This design comes from an exercise in tuning for small area on the open sky130 flow, not from production work. The RTL was checked by simulation tests, not by an equivalence proof against the original design. Power is estimated from default activity; no workload was simulated.

==> job 6334: inputs <==
==> flow/design.v <==
module uart_rx(
	input clk,
	input rst,
	input rx,
	output reg [1:0] sel,		 
	output reg [6:0] q2,		 
	output [6:0] q3,			 
	output run,					 
	output go,					 
	output [7:0] s_h,
	output [7:0] s_l,
	output led1,
	output led2,
	output led3
);
localparam [3:0] C_BLANK = 4'd10;
localparam [3:0] C_ERR = 4'd11;
reg [10:0] cnt;
reg idle;
reg [3:0] rx_cnt;		 
reg dc;					 
reg [3:0] ch, cl;		 
reg [2:0] dn;			 
reg [7:0] para;
reg [3:0] seg_h, seg_l;	 
localparam [10:0] S1 = 11'h001;		 
localparam [10:0] S959 = 11'h607;		 
localparam [10:0] S1919 = 11'h37e;		 
wire [10:0] cnt_inc = {cnt[9:0], ~(cnt[10] ^ cnt[8])};
wire bit_end = (cnt == S1919);
wire start = idle && !rx && (cnt == S959);
wire done = !idle && rx_cnt[3] && rx_cnt[0] && bit_end && rx;
wire sample = !idle && !rx_cnt[3] && bit_end;
function [3:0] cls_next;
	input [3:0] c;
	input [2:0] i;
	input b;
	case (i)
		3'd0: cls_next = {3'b000, b};
		3'd1: cls_next = {2'b00, b, c[0]};
		3'd2: cls_next = {1'b0, b, c[1:0]};
		3'd3: cls_next = !b ? c : (c[2:1] == 2'b00) ? {3'b100, c[0]} : C_ERR;
		3'd4: cls_next = (c == C_ERR) ? C_ERR : b ? c : (c == 4'd0) ? C_BLANK : C_ERR;
		3'd5: cls_next = (c == C_ERR) ? C_ERR : (b == (c != C_BLANK)) ? c : C_ERR;
		default: cls_next = b ? C_ERR : c;
	endcase
endfunction
wire [3:0] c_new = cls_next(dc ? cl : ch, rx_cnt[2:0], rx);
wire h_dig = (ch <= 4'd9);
wire l_dig = (cl <= 4'd9);
wire [7:0] para_a = h_dig ? {4'd0, ch} : para;
wire [7:0] para_b = l_dig ? (para_a * 8'd10 + {4'd0, cl}) : para_a;
assign go = done && (dn == 3'd3);
assign run = (dn == 3'd4);
always @(posedge clk) begin
	if (start) begin
		ch <= C_BLANK;
		cl <= C_BLANK;
	end else if (sample) begin
		if (dc)
			cl <= c_new;
		else
			ch <= c_new;
	end
end
always @(posedge clk or posedge rst) begin
	if (rst) begin
		cnt <= 0;
		idle <= 1'b1;
		rx_cnt <= 0;
		dc <= 1'b0;
		dn <= 0;
		para <= 0;
		sel <= 0;
		q2 <= 0;
		seg_h <= C_BLANK;
		seg_l <= C_BLANK;
	end else begin
		if (idle) begin
			if (!rx) begin
				if (start) begin
					cnt <= S1;
					idle <= 1'b0;
				end else
					cnt <= cnt_inc;
			end
		end else begin
			cnt <= bit_end ? 11'd0 : cnt_inc;
			if (bit_end) begin
				if (!rx_cnt[3]) begin
					rx_cnt <= rx_cnt + 4'd1;
				end else if (!rx_cnt[0]) begin
					rx_cnt <= 4'd9;
				end else begin
					rx_cnt <= 0;
					if (!rx)
						dc <= ~dc;
					else begin
						idle <= 1'b1;
						dc <= 1'b0;
					end
				end
			end
		end
		if (done) begin
			seg_h <= ch;
			seg_l <= cl;
			if (!dn[2] && dn != 3'd3)
				para <= para_b;
			case (dn)
				3'd0: sel <= (para_b == 8'd1) ? 2'd1 : (para_b == 8'd2) ? 2'd2 :
				             (para_b == 8'd3) ? 2'd3 : 2'd0;
				3'd1: q2 <= para_b[6:0];
				default: ;
			endcase
			if (dn != 3'd4)
				dn <= dn + 3'd1;
		end
	end
end
function [6:0] pat;
	input [3:0] c;
	case (c)
		4'd0: pat = 7'b0111111;
		4'd1: pat = 7'b0000110;
		4'd2: pat = 7'b1011011;
		4'd3: pat = 7'b1001111;
		4'd4: pat = 7'b1100110;
		4'd5: pat = 7'b1101101;
		4'd6: pat = 7'b1111101;
		4'd7: pat = 7'b0000111;
		4'd8: pat = 7'b1111111;
		4'd9: pat = 7'b1101111;
		4'd10: pat = 7'b0000000;
		default: pat = 7'b1111001;
	endcase
endfunction
assign s_h = {1'b0, pat(seg_h)};
assign s_l = {1'b0, pat(seg_l)};
assign led1 = (sel == 2'd3);
assign led2 = (q2 == 7'd6);
assign led3 = (dn[2] || dn == 3'd3) && (para[6:0] == 7'd10);
assign q3 = para[6:0];
endmodule
module motion(
	input clk,
	input rst,
	input [1:0] sel,
	input [6:0] q2,
	input [6:0] q3,
	input run,
	input go,
	output pul1,
	output pul2,
	output dir1,
	output dir2,
	output stop
);
reg [3:0] t16, t15;
reg px, py, dx, dy, stp;
reg [15:0] A;
reg [14:0] B;
reg [15:0] D;
reg rf;
reg [1:0] rn;
wire s_line = (sel == 2'd1);
wire t5_0 = (t15 == 4'h0) || (t15 == 4'hd) || (t15 == 4'h2);
wire t5_4 = (t15 == 4'he) || (t15 == 4'h9) || (t15 == 4'h8);
wire tick_r = (t16 == 4'd10) && t5_0;
wire tick_c = (t16[1:0] == 2'd3) && (t15 == 4'h6);
wire ev = (t16[2:0] == 3'd7) && t5_4;
wire act_l = run && s_line && !stp && ev;
wire act_r = run && (sel == 2'd2) && !stp && tick_r;
wire act_c = run && (sel == 2'd3) && tick_c;
wire [6:0] kx = B[6:0];
wire [6:0] ky = B[13:7];
wire nz3 = (q3 != 0);
wire nz2 = (q2 != 0);
reg [10:0] astar_m1;		 
always @* begin
	case (q2)
		7'd0: astar_m1 = 11'd0;
		7'd1: astar_m1 = 11'd0;
		7'd2: astar_m1 = 11'd0;
		7'd3: astar_m1 = 11'd1;
		7'd4: astar_m1 = 11'd1;
		7'd5: astar_m1 = 11'd2;
		7'd6: astar_m1 = 11'd4;
		7'd7: astar_m1 = 11'd5;
		7'd8: astar_m1 = 11'd7;
		7'd9: astar_m1 = 11'd9;
		7'd10: astar_m1 = 11'd11;
		7'd11: astar_m1 = 11'd14;
		7'd12: astar_m1 = 11'd16;
		7'd13: astar_m1 = 11'd19;
		7'd14: astar_m1 = 11'd22;
		7'd15: astar_m1 = 11'd26;
		7'd16: astar_m1 = 11'd30;
		7'd17: astar_m1 = 11'd33;
		7'd18: astar_m1 = 11'd38;
		7'd19: astar_m1 = 11'd42;
		7'd20: astar_m1 = 11'd46;
		7'd21: astar_m1 = 11'd51;
		7'd22: astar_m1 = 11'd56;
		7'd23: astar_m1 = 11'd62;
		7'd24: astar_m1 = 11'd67;
		7'd25: astar_m1 = 11'd73;
		7'd26: astar_m1 = 11'd79;
		7'd27: astar_m1 = 11'd85;
		7'd28: astar_m1 = 11'd92;
		7'd29: astar_m1 = 11'd98;
		7'd30: astar_m1 = 11'd105;
		7'd31: astar_m1 = 11'd112;
		7'd32: astar_m1 = 11'd120;
		7'd33: astar_m1 = 11'd127;
		7'd34: astar_m1 = 11'd135;
		7'd35: astar_m1 = 11'd143;
		7'd36: astar_m1 = 11'd152;
		7'd37: astar_m1 = 11'd160;
		7'd38: astar_m1 = 11'd169;
		7'd39: astar_m1 = 11'd178;
		7'd40: astar_m1 = 11'd187;
		7'd41: astar_m1 = 11'd197;
		7'd42: astar_m1 = 11'd207;
		7'd43: astar_m1 = 11'd217;
		7'd44: astar_m1 = 11'd227;
		7'd45: astar_m1 = 11'd237;
		7'd46: astar_m1 = 11'd248;
		7'd47: astar_m1 = 11'd259;
		7'd48: astar_m1 = 11'd270;
		7'd49: astar_m1 = 11'd282;
		7'd50: astar_m1 = 11'd293;
		7'd51: astar_m1 = 11'd305;
		7'd52: astar_m1 = 11'd317;
		7'd53: astar_m1 = 11'd330;
		7'd54: astar_m1 = 11'd342;
		7'd55: astar_m1 = 11'd355;
		7'd56: astar_m1 = 11'd368;
		7'd57: astar_m1 = 11'd382;
		7'd58: astar_m1 = 11'd395;
		7'd59: astar_m1 = 11'd409;
		7'd60: astar_m1 = 11'd423;
		7'd61: astar_m1 = 11'd437;
		7'd62: astar_m1 = 11'd452;
		7'd63: astar_m1 = 11'd467;
		7'd64: astar_m1 = 11'd482;
		7'd65: astar_m1 = 11'd497;
		7'd66: astar_m1 = 11'd513;
		7'd67: astar_m1 = 11'd528;
		7'd68: astar_m1 = 11'd544;
		7'd69: astar_m1 = 11'd560;
		7'd70: astar_m1 = 11'd577;
		7'd71: astar_m1 = 11'd594;
		7'd72: astar_m1 = 11'd610;
		7'd73: astar_m1 = 11'd628;
		7'd74: astar_m1 = 11'd645;
		7'd75: astar_m1 = 11'd663;
		7'd76: astar_m1 = 11'd681;
		7'd77: astar_m1 = 11'd699;
		7'd78: astar_m1 = 11'd717;
		7'd79: astar_m1 = 11'd736;
		7'd80: astar_m1 = 11'd755;
		7'd81: astar_m1 = 11'd774;
		7'd82: astar_m1 = 11'd793;
		7'd83: astar_m1 = 11'd813;
		7'd84: astar_m1 = 11'd833;
		7'd85: astar_m1 = 11'd853;
		7'd86: astar_m1 = 11'd873;
		7'd87: astar_m1 = 11'd894;
		7'd88: astar_m1 = 11'd914;
		7'd89: astar_m1 = 11'd935;
		7'd90: astar_m1 = 11'd957;
		7'd91: astar_m1 = 11'd978;
		7'd92: astar_m1 = 11'd1000;
		7'd93: astar_m1 = 11'd1022;
		7'd94: astar_m1 = 11'd1044;
		7'd95: astar_m1 = 11'd1067;
		7'd96: astar_m1 = 11'd1090;
		7'd97: astar_m1 = 11'd1113;
		7'd98: astar_m1 = 11'd1136;
		7'd99: astar_m1 = 11'd1160;
		default: astar_m1 = 11'd0;	 
	endcase
end
wire x_neg = A[15];
wire y_neg = B[14];
wire c1 = !x_neg && !y_neg && !stp;
wire c2 = x_neg && !y_neg;
wire c3 = x_neg && y_neg;
wire c4 = !x_neg && y_neg;
wire cq = c1 || c2 || c3 || c4;
wire ge = c1 ? !D[15] : c2 ? (~A[10:0] == astar_m1) : 1'b1;
wire c_tx = (c1 && ge) || (c2 && !ge) || c3;	 
wire c_ty = cq && !c_tx;						 
wire tog_x = (act_l && hit_x) || (act_r && !rf) || (act_c && c_tx);
wire tog_y = (act_l && hit_y) || (act_r && rf) || (act_c && c_ty);
wire a_up = c3;
wire [15:0] A_sum = A + (a_up ? 16'd1 : 16'hffff);
wire lp = rf ? py : px;							 
wire cnt_dec = act_l ? px : lp;					 
wire A_hit = (A[15:1] == 15'd0) && (A[0] == cnt_dec);	 
wire load_q3 = act_r && !rf;
wire [6:0] qs = load_q3 ? q3 : q2;
wire [15:0] T = {qs, 7'd0} - {7'd0, qs, 2'd0};
wire [14:0] B_add = act_c ? (c2 ? 15'h7fff : 15'd1) : {7'd0, nz2, 6'd0, nz3};
wire [14:0] B_sum = B + B_add;
wire hit_x = nz3 && (B_sum[6:0] == q3);
wire hit_y = nz2 && (B_sum[13:7] == q2);
wire step_x = act_c && c_tx && px;
wire step_y = act_c && c_ty && py;
wire d_x = step_x && c1;			 
wire d_y = step_y && c1;
wire [15:0] D_sum = D + (d_x ? {~A_sum[14:0], 1'b1} : {B[14:0], 1'b1});
always @(posedge clk) begin
	if (go || (act_r && A_hit))
		A <= T;
	else if ((act_l && hit_x && px) || (act_r && cnt_dec) || step_x)
		A <= A_sum;
end
always @(posedge clk or posedge rst) begin
	if (rst) begin
		t16 <= 0;
		t15 <= 0;
		px <= 1'b1;
		py <= 1'b1;
		dx <= 1'b0;
		dy <= 1'b0;
		stp <= 1'b0;
		B <= 0;
		D <= 0;
		rf <= 1'b0;
		rn <= 0;
	end else begin
		if (go && s_line) begin
			t16 <= 0;
			t15 <= 0;
		end else begin
			t16 <= t16 + 4'd1;
			t15 <= {t15[2:0], ~(t15[3] ^ t15[2])};
		end
		if (tog_x)
			px <= ~px;
		if (tog_y)
			py <= ~py;
		if (act_l) begin
			B[6:0] <= hit_x ? 7'd0 : B_sum[6:0];
			B[13:7] <= hit_y ? 7'd0 : B_sum[13:7];
		end else if (step_y)
			B <= B_sum;
		if (d_x || d_y)
			D <= D_sum;
		if ((act_l && hit_x && A_hit) || (act_r && rf && A_hit && rn == 2'd1) || (step_y && c4))
			stp <= 1'b1;
		if (act_r && A_hit) begin
			rf <= ~rf;
			if (rf)
				rn <= rn + 2'd1;
		end
		if (act_r && A_hit) begin
			if (rf)
				dy <= ~dy;
			else
				dx <= ~dx;
		end
		if (act_c && cq) begin
			dx <= y_neg;
			dy <= !x_neg;
		end
	end
end
assign pul1 = px;
assign pul2 = py;
assign dir1 = dx;
assign dir2 = dy;
assign stop = stp;
endmodule
module top(
	input clk,
	input rst,
	output stop,
	input rx,
	output [7:0]segment_h,
	output [7:0]segment_l,
	output pul1,
	output pul2,
	output dir1,
	output dir2,
	output led1,
	output led2,
	output led3
);
wire [1:0] sel;
wire [6:0] q2, q3;
wire run, go;
uart_rx uart_rx(
	.clk(clk), .rst(rst), .rx(rx),
	.sel(sel), .q2(q2), .q3(q3), .run(run), .go(go),
	.s_h(segment_h), .s_l(segment_l),
	.led1(led1), .led2(led2), .led3(led3)
);
motion motion(
	.clk(clk), .rst(rst),
	.sel(sel), .q2(q2), .q3(q3), .run(run), .go(go),
	.pul1(pul1), .pul2(pul2), .dir1(dir1), .dir2(dir2), .stop(stop)
);
endmodule
==> flow/flow/run.sh <==
#!/bin/bash
# The standard layout (standard.sh) with these changes:
#  - synthesis maps adders and comparators with Yosys's default ripple
#    structures: no Kogge-Stone carry lookahead (SYNTH_OPERATIONS_ARGS set)
#    and no separate half/full adder cells (ADDER_MAP_FILE empty); the
#    registers are the same as the standard synthesis's
#  - clock tree: one buffer type and no dummy loads
#  - the smallest buffer on the ports
# Each tool's log is under orfs/logs; make's whole output goes to own.log.
set -euo pipefail
export CTS_ARGS="-sink_clustering_enable -repair_clock_nets -buf_list sky130_fd_sc_hd__clkbuf_8 -root_buf sky130_fd_sc_hd__clkbuf_8 -dont_use_dummy_load"
export BUFFER_PORTS_ARGS="-buffer_cell sky130_fd_sc_hd__buf_1"
sed 's|CLKGATE_MAP_FILE= |CLKGATE_MAP_FILE= ADDER_MAP_FILE= SYNTH_OPERATIONS_ARGS=-noshare |' standard.sh > own.sh
grep -q 'ADDER_MAP_FILE= SYNTH_OPERATIONS_ARGS=-noshare' own.sh
bash own.sh > own.log 2>&1
==> flow/standard.sh <==
#!/bin/bash
# synth_recipe.tcl (not shown) runs the flow's synth.tcl, then flattens the netlist and writes it again
# the make line also repeats each setting of config.mk as NAME=value (left out here)
make -C /OpenROAD-flow-scripts/flow DESIGN_CONFIG=/design/flow/config.mk WORK_HOME=/design/flow/orfs CLKGATE_MAP_FILE= SYNTH_SCRIPT=/design/flow/synth_recipe.tcl "${@:-finish}"
==> flow/config.mk <==
export PLATFORM = sky130hd
export DESIGN_NAME = top
export DESIGN_NICKNAME = top
export VERILOG_FILES = /design/flow/design.v
export SDC_FILE = /design/flow/constraint.sdc
export NUM_CORES = 4
export LEC_CHECK = 0
export ABC_AREA = 1
export CAP_MARGIN = 20
export CORE_MARGIN = 2
export CORE_UTILIZATION = 65
export SLEW_MARGIN = 20
==> flow/constraint.sdc <==
create_clock -name core_clock -period 16.0 [get_ports {clk}]
set_input_delay 3.2000 -clock core_clock [delete_from_list [all_inputs] [get_ports {clk}]]
set_output_delay 3.2000 -clock core_clock [all_outputs]
set_load 0.01 [all_outputs]
==> inputs of job 1458, as changes to job 6334 <==
--- a/flow/design.v
+++ b/flow/design.v
@@ -4,7 +4,7 @@
 	input rx,
 	output reg [1:0] sel,		 
 	output reg [6:0] q2,		 
-	output [6:0] q3,			 
+	output reg [6:0] q3,		 
 	output run,					 
 	output go,					 
 	output [7:0] s_h,
@@ -23,12 +23,9 @@
 reg [2:0] dn;			 
 reg [7:0] para;
 reg [3:0] seg_h, seg_l;	 
-localparam [10:0] S1 = 11'h001;		 
-localparam [10:0] S959 = 11'h607;		 
-localparam [10:0] S1919 = 11'h37e;		 
-wire [10:0] cnt_inc = {cnt[9:0], ~(cnt[10] ^ cnt[8])};
-wire bit_end = (cnt == S1919);
-wire start = idle && !rx && (cnt == S959);
+wire [10:0] cnt_inc = cnt + 11'd1;
+wire bit_end = (cnt_inc == 11'd1920);
+wire start = idle && !rx && (cnt_inc == 11'd960);
 wire done = !idle && rx_cnt[3] && rx_cnt[0] && bit_end && rx;
 wire sample = !idle && !rx_cnt[3] && bit_end;
 function [3:0] cls_next;
@@ -73,13 +70,14 @@
 		para <= 0;
 		sel <= 0;
 		q2 <= 0;
+		q3 <= 0;
 		seg_h <= C_BLANK;
 		seg_l <= C_BLANK;
 	end else begin
 		if (idle) begin
 			if (!rx) begin
 				if (start) begin
-					cnt <= S1;
+					cnt <= 11'd1;
 					idle <= 1'b0;
 				end else
 					cnt <= cnt_inc;
@@ -105,12 +103,12 @@
 		if (done) begin
 			seg_h <= ch;
 			seg_l <= cl;
-			if (!dn[2] && dn != 3'd3)
-				para <= para_b;
+			para <= para_b;
 			case (dn)
 				3'd0: sel <= (para_b == 8'd1) ? 2'd1 : (para_b == 8'd2) ? 2'd2 :
 				             (para_b == 8'd3) ? 2'd3 : 2'd0;
 				3'd1: q2 <= para_b[6:0];
+				3'd2: q3 <= para_b[6:0];
 				default: ;
 			endcase
 			if (dn != 3'd4)
@@ -139,8 +137,7 @@
 assign s_l = {1'b0, pat(seg_l)};
 assign led1 = (sel == 2'd3);
 assign led2 = (q2 == 7'd6);
-assign led3 = (dn[2] || dn == 3'd3) && (para[6:0] == 7'd10);
-assign q3 = para[6:0];
+assign led3 = (q3 == 7'd10);
 endmodule
 module motion(
 	input clk,
@@ -156,26 +153,24 @@
 	output dir2,
 	output stop
 );
-reg [3:0] t16, t15;
+reg [7:0] t;
 reg px, py, dx, dy, stp;
 reg [15:0] A;
-reg [14:0] B;
+reg [15:0] B;
 reg [15:0] D;
 reg rf;
 reg [1:0] rn;
 wire s_line = (sel == 2'd1);
-wire t5_0 = (t15 == 4'h0) || (t15 == 4'hd) || (t15 == 4'h2);
-wire t5_4 = (t15 == 4'he) || (t15 == 4'h9) || (t15 == 4'h8);
-wire tick_r = (t16 == 4'd10) && t5_0;
-wire tick_c = (t16[1:0] == 2'd3) && (t15 == 4'h6);
-wire ev = (t16[2:0] == 3'd7) && t5_4;
+wire tick_r = (t == 8'd10) || (t == 8'd90) || (t == 8'd170);
+wire tick_c = (t == 8'd7) || (t == 8'd67) || (t == 8'd127) || (t == 8'd187);
+wire ev = (t == 8'd39);
 wire act_l = run && s_line && !stp && ev;
 wire act_r = run && (sel == 2'd2) && !stp && tick_r;
 wire act_c = run && (sel == 2'd3) && tick_c;
 wire [6:0] kx = B[6:0];
 wire [6:0] ky = B[13:7];
-wire nz3 = (q3 != 0);
-wire nz2 = (q2 != 0);
+wire hit_x = (q3 != 0) && (kx == q3 - 7'd1);
+wire hit_y = (q2 != 0) && (ky == q2 - 7'd1);
 reg [10:0] astar_m1;		 
 always @* begin
 	case (q2)
@@ -279,11 +274,39 @@
 		7'd97: astar_m1 = 11'd1113;
 		7'd98: astar_m1 = 11'd1136;
 		7'd99: astar_m1 = 11'd1160;
-		default: astar_m1 = 11'd0;	 
+		7'd100: astar_m1 = 11'd1183;
+		7'd101: astar_m1 = 11'd1207;
+		7'd102: astar_m1 = 11'd1232;
+		7'd103: astar_m1 = 11'd1256;
+		7'd104: astar_m1 = 11'd1281;
+		7'd105: astar_m1 = 11'd1306;
+		7'd106: astar_m1 = 11'd1331;
+		7'd107: astar_m1 = 11'd1357;
+		7'd108: astar_m1 = 11'd1382;
+		7'd109: astar_m1 = 11'd1408;
+		7'd110: astar_m1 = 11'd1435;
+		7'd111: astar_m1 = 11'd1461;
+		7'd112: astar_m1 = 11'd1488;
+		7'd113: astar_m1 = 11'd1515;
+		7'd114: astar_m1 = 11'd1542;
+		7'd115: astar_m1 = 11'd1570;
+		7'd116: astar_m1 = 11'd1598;
+		7'd117: astar_m1 = 11'd1626;
+		7'd118: astar_m1 = 11'd1654;
+		7'd119: astar_m1 = 11'd1682;
+		7'd120: astar_m1 = 11'd1711;
+		7'd121: astar_m1 = 11'd1740;
+		7'd122: astar_m1 = 11'd1769;
+		7'd123: astar_m1 = 11'd1799;
+		7'd124: astar_m1 = 11'd1829;
+		7'd125: astar_m1 = 11'd1859;
+		7'd126: astar_m1 = 11'd1889;
+		7'd127: astar_m1 = 11'd1920;
+		default: astar_m1 = 11'd0;
 	endcase
 end
 wire x_neg = A[15];
-wire y_neg = B[14];
+wire y_neg = B[15];
 wire c1 = !x_neg && !y_neg && !stp;
 wire c2 = x_neg && !y_neg;
 wire c3 = x_neg && y_neg;
@@ -302,13 +325,14 @@
 wire load_q3 = act_r && !rf;
 wire [6:0] qs = load_q3 ? q3 : q2;
 wire [15:0] T = {qs, 7'd0} - {7'd0, qs, 2'd0};
-wire [14:0] B_add = act_c ? (c2 ? 15'h7fff : 15'd1) : {7'd0, nz2, 6'd0, nz3};
-wire [14:0] B_sum = B + B_add;
-wire hit_x = nz3 && (B_sum[6:0] == q3);
-wire hit_y = nz2 && (B_sum[13:7] == q2);
+wire inc_x = act_l && !hit_x && (q3 != 0);
+wire inc_y = act_l && !hit_y && (q2 != 0);
+wire [15:0] B_add = act_c ? (c2 ? 16'hffff : 16'd1) : {8'd0, inc_y, 6'd0, inc_x};
+wire [15:0] B_sum = B + B_add;
+wire x_pos = !x_neg && (A != 16'd0);
 wire step_x = act_c && c_tx && px;
 wire step_y = act_c && c_ty && py;
-wire d_x = step_x && c1;			 
+wire d_x = step_x && c1 && x_pos;
 wire d_y = step_y && c1;
 wire [15:0] D_sum = D + (d_x ? {~A_sum[14:0], 1'b1} : {B[14:0], 1'b1});
 always @(posedge clk) begin
@@ -319,8 +343,7 @@
 end
 always @(posedge clk or posedge rst) begin
 	if (rst) begin
-		t16 <= 0;
-		t15 <= 0;
+		t <= 0;
 		px <= 1'b1;
 		py <= 1'b1;
 		dx <= 1'b0;
@@ -331,13 +354,12 @@
 		rf <= 1'b0;
 		rn <= 0;
 	end else begin
-		if (go && s_line) begin
-			t16 <= 0;
-			t15 <= 0;
-		end else begin
-			t16 <= t16 + 4'd1;
-			t15 <= {t15[2:0], ~(t15[3] ^ t15[2])};
-		end
+		if (go && s_line)
+			t <= 0;
+		else if (run && s_line)
+			t <= ev ? 8'd0 : t + 8'd1;
+		else
+			t <= (t == 8'd239) ? 8'd0 : t + 8'd1;
 		if (tog_x)
 			px <= ~px;
 		if (tog_y)
==> flow/run.sh (new file) <==
#!/bin/bash
# synth_recipe.tcl (not shown) runs the flow's synth.tcl, then flattens the netlist and writes it again
# the make line also repeats each setting of config.mk as NAME=value (left out here)
make -C /OpenROAD-flow-scripts/flow DESIGN_CONFIG=/design/flow/config.mk WORK_HOME=/design/flow/orfs CLKGATE_MAP_FILE= SYNTH_SCRIPT=/design/flow/synth_recipe.tcl finish
Settings changed: CTS_BUF_LIST set to sky130_fd_sc_hd__clkbuf_4 sky130_fd_sc_hd__clkbuf_8, CTS_CLUSTER_DIAMETER set to 100, CTS_CLUSTER_SIZE set to 40.
removed: flow/flow/run.sh
removed: flow/standard.sh
==> inputs of job 932, as changes to job 6334 <==
==> flow/flow/run.sh (replaced) <==
#!/bin/bash
# The standard layout (standard.sh) with these changes:
#  - synthesis maps adders and comparators with Yosys's default ripple
#    structures: no Kogge-Stone carry lookahead (SYNTH_OPERATIONS_ARGS set)
#    and no separate half/full adder cells (ADDER_MAP_FILE empty)
#  - then the logic between the registers is mapped again with a stronger
#    ABC area script (flow/reopt.ys); the registers, their names and cell
#    types stay those of the standard synthesis
#  - clock tree: one buffer type and no dummy loads
#  - the smallest buffer on the ports
# Logs: synth.log and own.log (make), reopt.log (yosys), orfs/logs (each step).
set -euo pipefail
export CTS_ARGS="-sink_clustering_enable -repair_clock_nets -buf_list sky130_fd_sc_hd__clkbuf_8 -root_buf sky130_fd_sc_hd__clkbuf_8 -dont_use_dummy_load"
export BUFFER_PORTS_ARGS="-buffer_cell sky130_fd_sc_hd__buf_1"
sed 's|CLKGATE_MAP_FILE= |CLKGATE_MAP_FILE= ADDER_MAP_FILE= SYNTH_OPERATIONS_ARGS=-noshare |' standard.sh > own.sh
grep -q 'ADDER_MAP_FILE= SYNTH_OPERATIONS_ARGS=-noshare' own.sh
bash own.sh synth > synth.log 2>&1
R=orfs/results/sky130hd/top/base
YOSYS=${YOSYS_EXE:-$FLOW_HOME/../tools/install/yosys/bin/yosys}
cp "$FLOW_HOME/platforms/sky130hd/lib/sky130_fd_sc_hd__tt_025C_1v80.lib" lib.lib
python3 flow/genfunc.py lib.lib cells_func.v > genfunc.log 2>&1
cp $R/1_2_yosys.v reopt_in.v
"$YOSYS" -s flow/reopt.ys > reopt.log 2>&1
cp reopt_out.v $R/1_2_yosys.v
rm -f $R/1_synth.odb
bash own.sh > own.log 2>&1
rm -f lib.lib
==> flow/flow/genfunc.py (new file) <==
# Writes Verilog modules, with their logic functions, for the combinational
# cells of the sky130hd liberty (used to re-map a mapped netlist's logic).
import re,sys
lib=open(sys.argv[1]).read()
out=[]
cells=[(m.start(), m.group(1)) for m in re.finditer(r'\n\s*cell\s*\(\s*"?(sky130_fd_sc_hd__\w+)"?\s*\)',lib)]
cells.append((len(lib),None))
def conv(f):
    f=f.strip().strip('"')
    f=f.replace('!','~').replace('*','&').replace('+','|')
    # juxtaposition AND: "A B" -> "A & B"
    f=re.sub(r'(\w|\))\s+(?=[\w(~])', r'\1 & ', f)
    return f
for i in range(len(cells)-1):
    s,name=cells[i]; body=lib[s:cells[i+1][0]]
    if re.search(r'\b(ff|latch|statetable)\s*\(',body): continue
    if 'lpflow' in name or 'probe' in name: continue
    pins=re.findall(r'\n\s*pin\s*\(\s*"?(\w+)"?\s*\)\s*\{(.*?)\n\s{8}\}',body,re.S)
    ins=[];outs=[]
    for p,pb in pins:
        d=re.search(r'direction\s*:\s*"?(\w+)',pb)
        if not d: continue
        if d.group(1)=='input': ins.append(p)
        elif d.group(1)=='output':
            fn=re.search(r'function\s*:\s*"([^"]*)"',pb)
            if not fn: break
            outs.append((p,conv(fn.group(1))))
    else:
        if not outs: continue
        ports=ins+[o for o,_ in outs]
        v="module %s(%s);\n"%(name,", ".join(ports))
        for p in ins: v+="  input %s;\n"%p
        for o,f in outs: v+="  output %s;\n  assign %s = %s;\n"%(o,o,f)
        v+="endmodule\n"
        out.append(v)
open(sys.argv[2],'w').write("".join(out))
print(len(out),"cells")
==> flow/flow/reopt.ys (new file) <==
# Re-maps the logic between the registers of the standard synthesis's netlist
# (reopt_in.v) with a stronger ABC area script. The register instances keep
# their names and cell types: only the combinational cells, read as their
# logic functions (cells_func.v, made by genfunc.py from the liberty), are
# flattened and mapped again.
read_liberty -lib lib.lib
read_verilog -overwrite cells_func.v
read_verilog reopt_in.v
hierarchy -check -top top
flatten
techmap
opt -purge
abc -liberty lib.lib -dont_use sky130_fd_sc_hd__lpflow* -dont_use sky130_fd_sc_hd__probe* -dont_use *_16 -dont_use *_12 -dont_use *_8 -dont_use *_6 -dont_use *_4 -dont_use *clkbuf* -dont_use *bufinv* -dont_use *buf_2 -dont_use *dly* -script +strash;dc2;dc2;dch,-f;amap;mfs2;strash;dc2;dc2;dch,-f;amap;mfs2;strash;dc2;dch,-f;amap
opt_clean -purge
write_verilog -noattr reopt_tmp.v
design -reset
read_liberty -lib lib.lib
read_verilog reopt_tmp.v
hierarchy -check -top top
hilomap -singleton -hicell sky130_fd_sc_hd__conb_1 HI -locell sky130_fd_sc_hd__conb_1 LO
insbuf -buf sky130_fd_sc_hd__buf_4 A X
splitnets
opt_clean -purge
check -assert -mapped
tee -o reopt_stat.txt stat -liberty lib.lib
write_verilog -noattr -nohex -nodec reopt_out.v
==> notes <==
Sequential power is about the same in job 1458 and job 932.
The highest cell count belongs to job 1458, the lowest to job 932.
Sequential share of layout area, highest first: job 932, job 6334, job 1458.
Worst setup slack, highest first: job 6334, job 1458, job 932.
Via count, highest first: job 1458, job 6334, job 932.
Between job 1458 and job 932, the lower first-iteration DRC count is in job 1458 (gap 8.0%, measured against job 932).
Fmax, lowest first: job 932, job 1458, job 6334.
In job 932 the non-clock buffer count is higher than in job 1458, by 4.
Global-route usage, highest first: job 932, job 6334, job 1458.
==> figures <==
quantity                                                                                    job 6334                 job 932                  job 1458
Run status                                                                            finished clean          finished clean            finished clean
Clock tree cell share of total cell area                                                       2.31%                   2.74%                     3.31%
Cell area after technology mapping                                                         9730 um^2               7950 um^2               11,300 um^2
Met1 routed wirelength after detailed routing                                              11,700 um                 9220 um                 13,100 um
Hold WS                                                                                     0.471 ns                0.465 ns                  0.490 ns
Power dissipated in combinational cells                                                  0.0000291 W             0.0000726 W               0.0000246 W
Power of the clock network                                                                0.000195 W              0.000191 W                0.000290 W
Worst EP arrival                                                                             2.17 ns                 9.51 ns                   2.94 ns
Most instantiated library cell after synthesis                              sky130_fd_sc_hd__nand2_1                       -  sky130_fd_sc_hd__nand2_1
Number of sinks handled by clock tree synthesis                                                  116                     116                       124
Crit path depth                                                                                    4                      43                         3
Leakage                                                                                      5.18 nW                 2.98 nW                   5.88 nW
Proportion of register bits with asynchronous set or reset after synthesis                     79.3%                       -                     80.6%
Die boundary height                                                                           126 um                  115 um                    136 um
Achievable Freq                                                                              186 MHz                 109 MHz                   163 MHz
Net count reported at finish                                                                   1,609                   1,165                     1,755
Hold-critical path depth                                                                           1                       1                         2
Worst setup path category                                                   flip-flop to output port  flip-flop to flip-flop  flip-flop to output port
Minimum clock period after layout                                                            5.37 ns                 9.16 ns                   6.14 ns

## static timing again, ports no longer ideal
The results above use ideal ports. As a check the final layouts listed here were re-extracted and re-timed, cells and wires unchanged.
Step 1 (the two cells are an assumption about what drives the block):
set clk [get_ports {clk}]
set_driving_cell -lib_cell sky130_fd_sc_hd__clkbuf_16 $clk
set_driving_cell -lib_cell sky130_fd_sc_hd__buf_2 [delete_from_list [all_inputs] $clk]
Step 2 adds t to the input delays and takes it off the output delays; t is the mean of the earliest and latest rising clock arrival at the registers after step 1. Input paths then give back, and output paths get back, about the clock's delay inside the block.
Slacks: no drivers / after step 1 / after step 2; pairs: no drivers / after step 1.
run	t (ns)	setup WS [ns]	latest minus earliest clock arrival (ns)	slew at the worst register clock pin (ns)
job 6334	0.480	10.631 / 10.595 / 10.413	0.029 / 0.029	0.07 / 0.07
job 1458	0.485	9.858 / 9.815 / 9.748	0.013 / 0.013	0.09 / 0.09
job 932	0.457	6.844 / 6.844 / 6.844	0.019 / 0.020	0.07 / 0.07
After both steps setup and hold are still met in every run listed. The setup slack of job 6334, which loses most, moves by -0.036 ns with the drivers and by -0.218 ns with both steps.
